What follows belongs to an exercise in optimizing a design on an open flow for small area; a production flow would make more cautious choices.
In this exercise RTL edits were held to simulation tests only and were not proved equivalent to the original.
No activity file was given, so power comes from the tool's default toggle rates. No driver is modelled on the clock port, so clocking that relies on it looks cheaper here than on a real chip.

==> flow/design.v (excerpt) <==
module CPU_top(
input clk, rst,
input [31:0] imem_data,
output [31:0] imem_addr,
output [31:0] out
    );
Size: ~1400 flip-flops, roughly 98 I/O pins.
Settings: LEC_CHECK=0, CAP_MARGIN=20, CORE_MARGIN=2, CORE_UTILIZATION=30, PLACE_DENSITY=0.5, SLEW_MARGIN=20; clock period 10.5 ns.
run.sh (not shown) runs the stock make flow with config.mk's settings and CLKGATE_MAP_FILE= SYNTH_SCRIPT=/design/flow/synth_recipe.tcl, a recipe that flattens the netlist after the stock synthesis.
Rerun with:
==> flow/flow/run.sh (new file) <==
#!/bin/bash
# Standard ORFS flow (the standard.sh) with three changes:
#  - synthesis: the same script, but ABC maps with an area-oriented script
#    (flow/abc_area.script: &nf -a) instead of ORFS's delay-oriented one.
#    Registers are untouched (ABC only maps the combinational logic).
#  - clock tree: larger sink clusters (25 flip-flops per leaf buffer) and no
#    dummy loads;
#  - port buffers: the smallest buffer (buf_1).
set -euo pipefail
W=$(pwd)
F=$W/flow
# synthesis script: synth_recipe.tcl, sourcing a copy of ORFS synth.tcl whose
# ABC call uses flow/abc_area.script
sed "s#source \$::env(SCRIPTS_DIR)/synth_preamble.tcl#source \$::env(SCRIPTS_DIR)/synth_preamble.tcl\nset abc_args [lreplace \$abc_args 1 1 $F/abc_area.script]#" \
    "$FLOW_HOME/scripts/synth.tcl" > $W/own_synth_core.tcl
sed "s#source \$::env(SCRIPTS_DIR)/synth.tcl#source $W/own_synth_core.tcl#" $W/synth_recipe.tcl > $W/own_synth.tcl
grep -q "own_synth_core.tcl" $W/own_synth.tcl
grep -q "abc_area.script" $W/own_synth_core.tcl
sed "s#SYNTH_SCRIPT=[^ ]*#SYNTH_SCRIPT=$W/own_synth.tcl#" $W/standard.sh > $W/own_standard.sh
grep -q "SYNTH_SCRIPT=$W/own_synth.tcl" $W/own_standard.sh
export CTS_ARGS="-sink_clustering_enable -repair_clock_nets -dont_use_dummy_load -sink_clustering_size 25 -sink_clustering_max_diameter 100"
export BUFFER_PORTS_ARGS="-buffer_cell sky130_fd_sc_hd__buf_1"
bash $W/own_standard.sh > $W/flow_make.log 2>&1
==> flow/flow/abc_area.script (new file) <==
strash
&get -n
&st
&syn2
&dch
&nf -a
&put
topo
stime -c
buffer -c
upsize -c
dnsize -c
==> flow/standard.sh (new file) <==
#!/bin/bash
# synth_recipe.tcl (not shown) runs the flow's synth.tcl, then flattens the netlist and writes it again
# the make line also repeats each setting of config.mk as NAME=value (left out here)
make -C /OpenROAD-flow-scripts/flow DESIGN_CONFIG=/design/flow/config.mk WORK_HOME=/design/flow/orfs CLKGATE_MAP_FILE= SYNTH_SCRIPT=/design/flow/synth_recipe.tcl "${@:-finish}"
removed: flow/run.sh
Outcome: Routed wire length falls by about 20%. Die area falls by 5.9%. Design area falls by 12%. Flip-flop and latch count is unchanged. Utilization falls by 2.2 points. Worst hold slack stays flat. Worst setup slack is better by 0.85 ns. Global-route usage falls by 3.4 points.
Rerun with:
==> flow/flow/run.sh (replaced) <==
#!/bin/bash
set -euo pipefail
export CTS_ARGS="-sink_clustering_enable -repair_clock_nets -dont_use_dummy_load -sink_clustering_size 25 -sink_clustering_max_diameter 100"
export BUFFER_PORTS_ARGS="-buffer_cell sky130_fd_sc_hd__buf_1"
bash standard.sh > flow_make.log 2>&1
removed: flow/flow/abc_area.script
Combinational power decreases by 25%.
Routed wire length increases by 25%.
Sequential cell count is unchanged.
Non-clock buffer count increases by 30.
Worst setup slack gets worse by 0.35 ns.
First-iteration DRC count increases by 41%.
Via count increases by 16%.
Fmax decreases by 5.0%.
Total power decreases by 8.4%.


Another version of the RTL of CPU_top (not shown whole).
Size in the first run: about 4000 cells after synthesis, ~98 I/O pins, ~0.043 mm^2 of cells after synthesis.
export LEC_CHECK = 0
export CAP_MARGIN = 20
export CORE_MARGIN = 2
export CORE_UTILIZATION = 50
export PLACE_DENSITY = 0.65
export SLEW_MARGIN = 20
create_clock -name core_clock -period 10.5 [get_ports {clk}]
standard.sh (not shown) runs the stock make flow with config.mk's settings and CLKGATE_MAP_FILE= SYNTH_SCRIPT=/design/flow/synth_recipe.tcl, a recipe that flattens the netlist after the stock synthesis.
==> flow/flow/run.sh <==
#!/bin/bash
# Standard ORFS flow (the standard.sh) with three changes:
#  - synthesis: the same script, but ABC maps with an area-oriented script
#    (flow/abc_area.script: &nf with a relaxed delay target) instead of
#    ORFS's delay-oriented one.
#    Registers are untouched (ABC only maps the combinational logic).
#  - clock tree: larger sink clusters (28 flip-flops per leaf buffer) and no
#    dummy loads;
#  - port buffers: the smallest buffer (buf_1).
set -euo pipefail
W=$(pwd)
F=$W/flow
# synthesis script: synth_recipe.tcl, sourcing a copy of ORFS synth.tcl whose
# ABC call uses flow/abc_area.script
sed "s#source \$::env(SCRIPTS_DIR)/synth_preamble.tcl#source \$::env(SCRIPTS_DIR)/synth_preamble.tcl\nset abc_args [lreplace \$abc_args 1 1 $F/abc_area.script]#" \
    "$FLOW_HOME/scripts/synth.tcl" > $W/own_synth_core.tcl
sed "s#source \$::env(SCRIPTS_DIR)/synth.tcl#source $W/own_synth_core.tcl#" $W/synth_recipe.tcl > $W/own_synth.tcl
grep -q "own_synth_core.tcl" $W/own_synth.tcl
grep -q "abc_area.script" $W/own_synth_core.tcl
sed "s#SYNTH_SCRIPT=[^ ]*#SYNTH_SCRIPT=$W/own_synth.tcl#" $W/standard.sh > $W/own_standard.sh
grep -q "SYNTH_SCRIPT=$W/own_synth.tcl" $W/own_standard.sh
export CTS_ARGS="-sink_clustering_enable -repair_clock_nets -dont_use_dummy_load -sink_clustering_size 28 -sink_clustering_max_diameter 100"
export BUFFER_PORTS_ARGS="-buffer_cell sky130_fd_sc_hd__buf_1"
bash $W/own_standard.sh > $W/flow_make.log 2>&1
==> flow/flow/abc_area.script <==
strash
&get -n
&st
&dch -f
&nf -p -R 1000 -C 32 -F 8 -A 4 -a
&put
topo
stime -c
The starting point completed with no timing, DRC or antenna violations.
Rerun with:
--- a/flow/flow/run.sh
+++ b/flow/flow/run.sh
@@ -2,6 +2,5 @@
 # Standard ORFS flow (the standard.sh) with three changes:
 #  - synthesis: the same script, but ABC maps with an area-oriented script
-#    (flow/abc_area.script: &nf with a relaxed delay target) instead of
-#    ORFS's delay-oriented one.
+#    (flow/abc_area.script: &nf -a) instead of ORFS's delay-oriented one.
 #    Registers are untouched (ABC only maps the combinational logic).
 #  - clock tree: larger sink clusters (28 flip-flops per leaf buffer) and no
==> flow/flow/abc_area.script (replaced) <==
strash
&get -n
&st
&syn2
&dch
&nf -a
&put
topo
stime -c
buffer -c
upsize -c
dnsize -c
Outcome:
- The changed run finished clean
- global-route usage decreases by 0.14 points
- core utilization decreases by 1.2 points
- first-iteration DRC count decreases by 1.4%
- final area increases by 1.8%
- total power increases by 2.2%

## what the ideal ports hide
The flow's constraints put no driver on any port. The routed layouts listed below were extracted and timed again, unchanged, in two steps.
Step 1, drivers: a clkbuf_16 drives clk and a buf_2 each remaining input, both assumed.
Step 2 times the ports against the registers' clock, not the clock port: input delays grow and output delays shrink by t, the midpoint of the rising clock arrivals with the driver on.
Slacks: ideal / step 1 / step 2; pairs: ideal / step 1.
run	t (ns)	setup slack, ns	worst setup path after step 2	slew at the worst register clock pin (ns)	pins driven straight from the clock port
the first run of note 1	0.846	2.942 / 2.942 / 2.942	register to register	0.07 / 0.07	1
the second run of note 1	0.764	3.796 / 3.796 / 3.796	register to register	0.11 / 0.11	1
the third run of note 1	0.759	3.441 / 3.441 / 3.441	register to register	0.10 / 0.10	1
the first run of note 2	0.724	1.223 / 1.223 / 1.223	register to register	0.11 / 0.11	1
the second run of note 2	0.726	2.793 / 2.793 / 2.793	register to register	0.12 / 0.12	1
After both steps setup and hold are still met in every run listed.
